What follows belongs to an exercise in optimizing a design on an open flow for a short achievable clock period and few clock cycles; a production flow would make more cautious choices. At most, simulation tests tie the RTL to the original design; equivalence was not proved. The clock input has no modelled driver; a real chip could not lean on it and would need a root buffer or a full tree. Power and IR drop assume default switching activity.

==> flow/design.v (excerpt) <==
module procesamiento#(
		parameter n = 120,
		parameter m = 160,
		parameter AW = 15,
		parameter DW = 12
		)
		(
		clk,
		rst,
		init_procesamiento,
		proc_addr_in,
		proc_data_in,
		color,
		figure,
		done
   );
clock: 5.0 ns
lec_check: 0
abc_clock_period_in_ps: 1500
cap_margin: 20
core_margin: 2
core_utilization: 60
place_density: 0.7
setup_slack_margin: 3.5
slew_margin: 20
tns_end_percent: 100
standard.sh (not shown) runs the stock make flow with config.mk's settings and CLKGATE_MAP_FILE= SYNTH_SCRIPT=/design/flow/synth_recipe.tcl, a recipe that flattens the netlist after the stock synthesis.
==> flow/flow/run.sh <==
#!/bin/bash
# Standard ORFS layout, except that the clock tree is built by flow/cts_hook.tcl
# (a two-level tree of clkbuf_16: clock port -> 4 buffers -> leaf buffers ->
# flip-flops) in place of TritonCTS. Everything else is the standard.sh.
set -euo pipefail
export PRE_CTS_TCL="$PWD/flow/cts_hook.tcl"
bash standard.sh > "$PWD/standard_flow.log" 2>&1
==> flow/flow/cts_hook.tcl <==
# Custom clock tree, run as ORFS's PRE_CTS_TCL hook on the placed design.
# The clock port drives NMID clkbuf_16, each driving NSUB leaf buffers, each
# driving an equal share of the flip-flops, grouped by recursive bisection of
# their placed locations. TritonCTS is then skipped.

set ccts_nmid 4
set ccts_nsub 6
set ccts_leaf sky130_fd_sc_hd__clkbuf_8
if {[info exists ::env(CCTS_NMID)]} { set ccts_nmid $::env(CCTS_NMID) }
if {[info exists ::env(CCTS_NSUB)]} { set ccts_nsub $::env(CCTS_NSUB) }

proc ccts_center {it} {
  set box [[$it getInst] getBBox]
  return [list [expr {([$box xMin] + [$box xMax]) / 2}] [expr {([$box yMin] + [$box yMax]) / 2}]]
}

# items: list of {x y payload}; split into n groups of near-equal size
proc ccts_split {items n} {
  if {$n <= 1} { return [list $items] }
  set xs [lmap i $items {lindex $i 0}]
  set ys [lmap i $items {lindex $i 1}]
  set dx [expr {[tcl::mathfunc::max {*}$xs] - [tcl::mathfunc::min {*}$xs]}]
  set dy [expr {[tcl::mathfunc::max {*}$ys] - [tcl::mathfunc::min {*}$ys]}]
  set key [expr {$dx >= $dy ? 0 : 1}]
  set sorted [lsort -integer -index $key $items]
  set n1 [expr {$n / 2}]
  set n2 [expr {$n - $n1}]
  set cut [expr {round([llength $sorted] * double($n1) / $n)}]
  set a [lrange $sorted 0 [expr {$cut - 1}]]
  set b [lrange $sorted $cut end]
  return [concat [ccts_split $a $n1] [ccts_split $b $n2]]
}

proc ccts_centroid {items} {
  set sx 0.0; set sy 0.0
  foreach i $items { set sx [expr {$sx + [lindex $i 0]}]; set sy [expr {$sy + [lindex $i 1]}] }
  set k [llength $items]
  return [list [expr {round($sx / $k)}] [expr {round($sy / $k)}]]
}

proc ccts_buffer {block master name x y innet} {
  set inst [odb::dbInst_create $block $master $name]
  set w [[$inst getMaster] getWidth]
  set h [[$inst getMaster] getHeight]
  $inst setLocation [expr {$x - $w / 2}] [expr {$y - $h / 2}]
  $inst setPlacementStatus PLACED
  set net [odb::dbNet_create $block "${name}_net"]
  $net setSigType CLOCK
  [$inst findITerm A] connect $innet
  [$inst findITerm X] connect $net
  return $net
}

set block [ord::get_db_block]
set master [[ord::get_db] findMaster sky130_fd_sc_hd__clkbuf_16]
set lmaster [[ord::get_db] findMaster $ccts_leaf]
set clknet [$block findNet clk]
$clknet setSigType CLOCK

# Move each flip-flop that drives an output port's buffer next to that buffer,
# so the flip-flop's output wire is short; detailed placement legalizes it.
set die [$block getDieArea]
set dcx [expr {([$die xMin] + [$die xMax]) / 2}]
set dcy [expr {([$die yMin] + [$die yMax]) / 2}]
foreach bt [$block getBTerms] {
  if {[$bt getIoType] ne "OUTPUT"} { continue }
  set n [$bt getNet]
  if {$n eq "NULL"} { continue }
  set buf ""
  foreach it [$n getITerms] { if {[$it isOutputSignal]} { set buf [$it getInst] } }
  if {$buf eq ""} { continue }
  set a [$buf findITerm A]
  if {$a eq "NULL" || [$a getNet] eq "NULL"} { continue }
  set ff ""
  foreach it [[$a getNet] getITerms] { if {[$it isOutputSignal]} { set ff [$it getInst] } }
  if {$ff eq "" || ![string match "*dfxtp*" [[$ff getMaster] getName]]} { continue }
  set bb [$buf getBBox]
  set bx [expr {([$bb xMin] + [$bb xMax]) / 2}]
  set by [expr {([$bb yMin] + [$bb yMax]) / 2}]
  set dx [expr {$dcx - $bx}]
  set dy [expr {$dcy - $by}]
  set d [expr {sqrt($dx * $dx + $dy * $dy) + 1.0}]
  set step 6000
  set fx [expr {round($bx + $step * $dx / $d - [[$ff getMaster] getWidth] / 2)}]
  set fy [expr {round($by + $step * $dy / $d - [[$ff getMaster] getHeight] / 2)}]
  $ff setLocation $fx $fy
  puts "ccts: [$ff getName] moved next to [$buf getName]"
}

set sinks {}
foreach it [$clknet getITerms] {
  lassign [ccts_center $it] x y
  lappend sinks [list $x $y $it]
}
puts "ccts: [llength $sinks] clock sinks, $ccts_nmid x $ccts_nsub leaf buffers"

set mi 0
foreach mgroup [ccts_split $sinks $ccts_nmid] {
  set leaves [ccts_split $mgroup $ccts_nsub]
  set lcent [lmap l $leaves {ccts_centroid $l}]
  lassign [ccts_centroid $lcent] mx my
  set mnet [ccts_buffer $block $master "ccts_mid_$mi" $mx $my $clknet]
  set li 0
  foreach l $leaves c $lcent {
    lassign $c lx ly
    set lnet [ccts_buffer $block $lmaster "ccts_leaf_${mi}_$li" $lx $ly $mnet]
    foreach s $l {
      set it [lindex $s 2]
      $it disconnect
      $it connect $lnet
    }
    puts "ccts: leaf ${mi}_$li at $lx $ly drives [llength $l] sinks"
    incr li
  }
  incr mi
}

global_connect
set_propagated_clock [all_clocks]

# TritonCTS is replaced by the tree above.
rename clock_tree_synthesis ccts_unused_clock_tree_synthesis
proc clock_tree_synthesis {args} { puts "ccts: TritonCTS skipped" }
Testbench counts at the start, summed over its fixed seeds: cycles 615,628.
Edit:
--- a/flow/flow/cts_hook.tcl
+++ b/flow/flow/cts_hook.tcl
@@ -7,2 +7,2 @@
-set ccts_nsub 6
-set ccts_leaf sky130_fd_sc_hd__clkbuf_8
+set ccts_nsub 8
+set ccts_leaf sky130_fd_sc_hd__clkbuf_4
Maximum frequency goes down by 1.4%.
Utilization went up by 0.11 points.
Design area barely changes.
Routed wire length went up by 1.5%.
Worst hold slack got worse by 0.0037 ns.
First-iteration DRC count is higher by about 0.5%.
Worst setup slack gets worse by 0.025 ns.
Edit:
--- a/flow/flow/run.sh
+++ b/flow/flow/run.sh
@@ -3 +3 @@
-# (a two-level tree of clkbuf_16: clock port -> 4 buffers -> leaf buffers ->
+# (a two-level tree of clock inverters: clock port -> 4 inverters -> leaf inverters ->
--- a/flow/flow/cts_hook.tcl
+++ b/flow/flow/cts_hook.tcl
@@ -2,3 +2,4 @@
-# The clock port drives NMID clkbuf_16, each driving NSUB leaf buffers, each
-# driving an equal share of the flip-flops, grouped by recursive bisection of
-# their placed locations. TritonCTS is then skipped.
+# The clock port drives NMID clock inverters, each driving NSUB leaf clock
+# inverters, each driving an equal share of the flip-flops, grouped by
+# recursive bisection of their placed locations; the two inversions cancel.
+# TritonCTS is then skipped.
@@ -7,2 +8,3 @@
-set ccts_nsub 8
-set ccts_leaf sky130_fd_sc_hd__clkbuf_4
+set ccts_nsub 2
+set ccts_mid sky130_fd_sc_hd__clkinv_16
+set ccts_leaf sky130_fd_sc_hd__clkinv_16
@@ -50 +52,3 @@
-  [$inst findITerm X] connect $net
+  set out [$inst findITerm X]
+  if {$out eq "NULL"} { set out [$inst findITerm Y] }
+  $out connect $net
@@ -55 +59 @@
-set master [[ord::get_db] findMaster sky130_fd_sc_hd__clkbuf_16]
+set master [[ord::get_db] findMaster $ccts_mid]
The changed run ended with an error in clock tree synthesis.
Synthesized area stays the same.
Synthesized cell count is unchanged.
Edit:
--- a/flow/flow/cts_hook.tcl
+++ b/flow/flow/cts_hook.tcl
@@ -8 +8 @@
-set ccts_nsub 2
+set ccts_nsub 3
@@ -10 +10 @@
-set ccts_leaf sky130_fd_sc_hd__clkinv_16
+set ccts_leaf sky130_fd_sc_hd__clkinv_8
@@ -127,0 +128,5 @@
+
+# repair_clock_inverters would clone the leaf inverters next to every
+# flip-flop; the tree above is already placed as intended.
+rename repair_clock_inverters ccts_unused_repair_clock_inverters
+proc repair_clock_inverters {args} { puts "ccts: repair_clock_inverters skipped" }
This time the run completed with no timing, DRC or antenna violations.
Synthesized area does not change.
Synthesized cell count is unchanged.
In the first, second and fourth runs of this note the design's own scripts or RTL, not TritonCTS, make the clock network.

* * *

procesamiento, a different RTL version from the one above (not shown whole).
Size in the first run: ~1600 cells after synthesis, roughly 350 flip-flops, roughly 35 I/O pins, roughly 0.015 mm2 of cells after synthesis.
clock: 5.0 ns
lec_check: 0
abc_clock_period_in_ps: 1500
cap_margin: 20
core_margin: 2
core_utilization: 40
cts_cluster_diameter: 80
cts_cluster_size: 24
setup_slack_margin: 3.5
slew_margin: 20
tns_end_percent: 100
run.sh (not shown) runs the stock make flow with config.mk's settings and CLKGATE_MAP_FILE= SYNTH_SCRIPT=/design/flow/synth_recipe.tcl, a recipe that flattens the netlist after the stock synthesis.
Stock flow here: none of the scripts above is used.
The starting point finished with timing, DRC and antenna clean.
Next try:
CORE_UTILIZATION = 80   (was 40)
CTS_CLUSTER_DIAMETER = default   (was 80)
CTS_CLUSTER_SIZE = default   (was 24)
PLACE_DENSITY = 0.9   (was default)
What happened: With this change the flow aborted during clock tree synthesis; area after synthesis does not change; synthesized cell count stays the same.
No functional check of the RTL was part of any run of this note.

* * *

procesamiento, a different RTL version from the one above (not shown whole).
For scale: about 1200 cells after synthesis, roughly 320 flip-flops, ~35 I/O pins, roughly 0.013 mm^2 of cells after synthesis.
Settings: LEC_CHECK=0, ABC_CLOCK_PERIOD_IN_PS=1500, CAP_MARGIN=20, CORE_MARGIN=2, CORE_UTILIZATION=60, PLACE_DENSITY=0.7, SETUP_SLACK_MARGIN=3.5, SLEW_MARGIN=20, TNS_END_PERCENT=100; clock period 5.0 ns.
standard.sh (not shown) runs the stock make flow with config.mk's settings and CLKGATE_MAP_FILE= SYNTH_SCRIPT=/design/flow/synth_recipe.tcl, a recipe that flattens the netlist after the stock synthesis.
==> flow/flow/run.sh <==
#!/bin/bash
# Standard ORFS layout, except that the clock tree is built by flow/cts_hook.tcl
# (a two-level tree of clock inverters: clock port -> 4 inverters -> leaf inverters ->
# flip-flops) in place of TritonCTS. Everything else is the standard.sh.
set -euo pipefail
export PRE_CTS_TCL="$PWD/flow/cts_hook.tcl"
bash standard.sh > "$PWD/standard_flow.log" 2>&1
==> flow/flow/cts_hook.tcl <==
# Custom clock tree, run as ORFS's PRE_CTS_TCL hook on the placed design.
# The clock port drives NMID clock inverters, each driving NSUB leaf clock
# inverters, each driving an equal share of the flip-flops, grouped by
# recursive bisection of their placed locations; the two inversions cancel.
# TritonCTS is then skipped.

set ccts_nmid 4
set ccts_nsub 2
set ccts_mid sky130_fd_sc_hd__clkinv_16
set ccts_leaf sky130_fd_sc_hd__clkinv_16
if {[info exists ::env(CCTS_NMID)]} { set ccts_nmid $::env(CCTS_NMID) }
if {[info exists ::env(CCTS_NSUB)]} { set ccts_nsub $::env(CCTS_NSUB) }

proc ccts_center {it} {
  set box [[$it getInst] getBBox]
  return [list [expr {([$box xMin] + [$box xMax]) / 2}] [expr {([$box yMin] + [$box yMax]) / 2}]]
}

# items: list of {x y payload}; split into n groups of near-equal size
proc ccts_split {items n} {
  if {$n <= 1} { return [list $items] }
  set xs [lmap i $items {lindex $i 0}]
  set ys [lmap i $items {lindex $i 1}]
  set dx [expr {[tcl::mathfunc::max {*}$xs] - [tcl::mathfunc::min {*}$xs]}]
  set dy [expr {[tcl::mathfunc::max {*}$ys] - [tcl::mathfunc::min {*}$ys]}]
  set key [expr {$dx >= $dy ? 0 : 1}]
  set sorted [lsort -integer -index $key $items]
  set n1 [expr {$n / 2}]
  set n2 [expr {$n - $n1}]
  set cut [expr {round([llength $sorted] * double($n1) / $n)}]
  set a [lrange $sorted 0 [expr {$cut - 1}]]
  set b [lrange $sorted $cut end]
  return [concat [ccts_split $a $n1] [ccts_split $b $n2]]
}

proc ccts_centroid {items} {
  set sx 0.0; set sy 0.0
  foreach i $items { set sx [expr {$sx + [lindex $i 0]}]; set sy [expr {$sy + [lindex $i 1]}] }
  set k [llength $items]
  return [list [expr {round($sx / $k)}] [expr {round($sy / $k)}]]
}

proc ccts_buffer {block master name x y innet} {
  set inst [odb::dbInst_create $block $master $name]
  set w [[$inst getMaster] getWidth]
  set h [[$inst getMaster] getHeight]
  $inst setLocation [expr {$x - $w / 2}] [expr {$y - $h / 2}]
  $inst setPlacementStatus PLACED
  set net [odb::dbNet_create $block "${name}_net"]
  $net setSigType CLOCK
  [$inst findITerm A] connect $innet
  set out [$inst findITerm X]
  if {$out eq "NULL"} { set out [$inst findITerm Y] }
  $out connect $net
  return $net
}

set block [ord::get_db_block]
set master [[ord::get_db] findMaster $ccts_mid]
set lmaster [[ord::get_db] findMaster $ccts_leaf]
set clknet [$block findNet clk]
$clknet setSigType CLOCK

# Move each flip-flop that drives an output port's buffer next to that buffer,
# so the flip-flop's output wire is short; detailed placement legalizes it.
set die [$block getDieArea]
set dcx [expr {([$die xMin] + [$die xMax]) / 2}]
set dcy [expr {([$die yMin] + [$die yMax]) / 2}]
foreach bt [$block getBTerms] {
  if {[$bt getIoType] ne "OUTPUT"} { continue }
  set n [$bt getNet]
  if {$n eq "NULL"} { continue }
  set buf ""
  foreach it [$n getITerms] { if {[$it isOutputSignal]} { set buf [$it getInst] } }
  if {$buf eq ""} { continue }
  set a [$buf findITerm A]
  if {$a eq "NULL" || [$a getNet] eq "NULL"} { continue }
  set ff ""
  foreach it [[$a getNet] getITerms] { if {[$it isOutputSignal]} { set ff [$it getInst] } }
  if {$ff eq "" || ![string match "*dfxtp*" [[$ff getMaster] getName]]} { continue }
  set bb [$buf getBBox]
  set bx [expr {([$bb xMin] + [$bb xMax]) / 2}]
  set by [expr {([$bb yMin] + [$bb yMax]) / 2}]
  set dx [expr {$dcx - $bx}]
  set dy [expr {$dcy - $by}]
  set d [expr {sqrt($dx * $dx + $dy * $dy) + 1.0}]
  set step 6000
  set fx [expr {round($bx + $step * $dx / $d - [[$ff getMaster] getWidth] / 2)}]
  set fy [expr {round($by + $step * $dy / $d - [[$ff getMaster] getHeight] / 2)}]
  $ff setLocation $fx $fy
  $buf swapMaster [[ord::get_db] findMaster sky130_fd_sc_hd__buf_8]
  puts "ccts: [$ff getName] moved next to [$buf getName]"
}

set sinks {}
foreach it [$clknet getITerms] {
  lassign [ccts_center $it] x y
  lappend sinks [list $x $y $it]
}
puts "ccts: [llength $sinks] clock sinks, $ccts_nmid x $ccts_nsub leaf buffers"

set mi 0
foreach mgroup [ccts_split $sinks $ccts_nmid] {
  set leaves [ccts_split $mgroup $ccts_nsub]
  set lcent [lmap l $leaves {ccts_centroid $l}]
  lassign [ccts_centroid $lcent] mx my
  set mnet [ccts_buffer $block $master "ccts_mid_$mi" $mx $my $clknet]
  set li 0
  foreach l $leaves c $lcent {
    lassign $c lx ly
    set lnet [ccts_buffer $block $lmaster "ccts_leaf_${mi}_$li" $lx $ly $mnet]
    foreach s $l {
      set it [lindex $s 2]
      $it disconnect
      $it connect $lnet
    }
    puts "ccts: leaf ${mi}_$li at $lx $ly drives [llength $l] sinks"
    incr li
  }
  incr mi
}

global_connect
set_propagated_clock [all_clocks]

# TritonCTS is replaced by the tree above.
rename clock_tree_synthesis ccts_unused_clock_tree_synthesis
proc clock_tree_synthesis {args} { puts "ccts: TritonCTS skipped" }

# repair_clock_inverters would clone the leaf inverters next to every
# flip-flop; the tree above is already placed as intended.
rename repair_clock_inverters ccts_unused_repair_clock_inverters
proc repair_clock_inverters {args} { puts "ccts: repair_clock_inverters skipped" }
Testbench counts at the start, summed over its fixed seeds: cycles 615,628.
Edit:
--- a/flow/flow/cts_hook.tcl
+++ b/flow/flow/cts_hook.tcl
@@ -7,5 +7,5 @@
 set ccts_nmid 4
-set ccts_nsub 2
+set ccts_nsub 4
 set ccts_mid sky130_fd_sc_hd__clkinv_16
-set ccts_leaf sky130_fd_sc_hd__clkinv_16
+set ccts_leaf sky130_fd_sc_hd__clkinv_8
 if {[info exists ::env(CCTS_NMID)]} { set ccts_nmid $::env(CCTS_NMID) }
@@ -90,3 +90,2 @@
   $ff setLocation $fx $fy
-  $buf swapMaster [[ord::get_db] findMaster sky130_fd_sc_hd__buf_8]
   puts "ccts: [$ff getName] moved next to [$buf getName]"
What happened:
- The changed run went through all stages and came out clean
- wire length rose slightly
- hold slack is worse by 0.0051 ns
- core utilization is about the same
- final area barely changes
Edit:
--- a/flow/flow/cts_hook.tcl
+++ b/flow/flow/cts_hook.tcl
@@ -7,5 +7,5 @@
 set ccts_nmid 4
-set ccts_nsub 4
+set ccts_nsub 2
 set ccts_mid sky130_fd_sc_hd__clkinv_16
-set ccts_leaf sky130_fd_sc_hd__clkinv_8
+set ccts_leaf sky130_fd_sc_hd__clkinv_16
 if {[info exists ::env(CCTS_NMID)]} { set ccts_nmid $::env(CCTS_NMID) }
What happened: The new run finished clean; final area is about the same; power drops slightly; die area does not change; critical path depth does not change; sequential power stays flat; synthesized area does not change; routed wire length is lower slightly; first-iteration DRC count went up by a little under a tenth.
Edit:
--- a/flow/flow/cts_hook.tcl
+++ b/flow/flow/cts_hook.tcl
@@ -7,3 +7,3 @@
 set ccts_nmid 4
-set ccts_nsub 2
+set ccts_nsub 3
 set ccts_mid sky130_fd_sc_hd__clkinv_16
Effect: The changed run finished with timing, DRC and antenna clean. Cell area grows by about 0.4%. Power grows by 2.7%. Final cell count increases by about 0.38%. Routed wire length goes up by 0.45%. Setup slack got worse by 0.0057 ns. Area after synthesis does not change. Register-to-register slack stays flat. Synthesized cell count stays the same. Global-route usage is higher by 0.29 points. Maximum frequency falls by about 0.35%.
In every run of this note, the design's own scripts or RTL, not TritonCTS, make the clock network.

==> port drivers added, routing unchanged <==
In the flow no input, the clock included, has a driving cell. The finished layouts below were timed again as built, in two steps. Step 1: set_driving_cell puts a clkbuf_16 on clk and a buf_2 on each other input, an assumption about the parent block. Step 2 times the ports against the registers' clock, not the clock port: input delays grow and output delays shrink by t, the midpoint of the rising clock arrivals with the driver on. a / b / c = no drivers / after step 1 / after step 2; a / b = the first two.
run	t, ns	slack for setup (ns)	clock arrival spread, ns
the first run of note 1	0.403	3.243 / 3.140 / 3.205	0.021 / 0.021
the second run of note 1	0.417	3.218 / 3.119 / 3.202	0.029 / 0.028
the fourth run of note 1	0.377	3.353 / 3.177 / 3.314	0.012 / 0.013
the first run of note 2	0.581	2.975 / 2.919 / 2.809	0.037 / 0.037
the first run of note 3	0.383	3.367 / 3.143 / 3.329	0.014 / 0.014
the second run of note 3	0.384	3.393 / 3.168 / 3.326	0.009 / 0.009
the third run of note 3	0.384	3.388 / 3.165 / 3.327	0.014 / 0.015
the fourth run of note 3	0.402	3.383 / 3.150 / 3.331	0.015 / 0.017
After both steps every run listed still meets setup and hold. For the first run of note 2, which loses most, drivers alone change the setup slack by -0.056 ns; drivers and shift together by -0.166 ns.
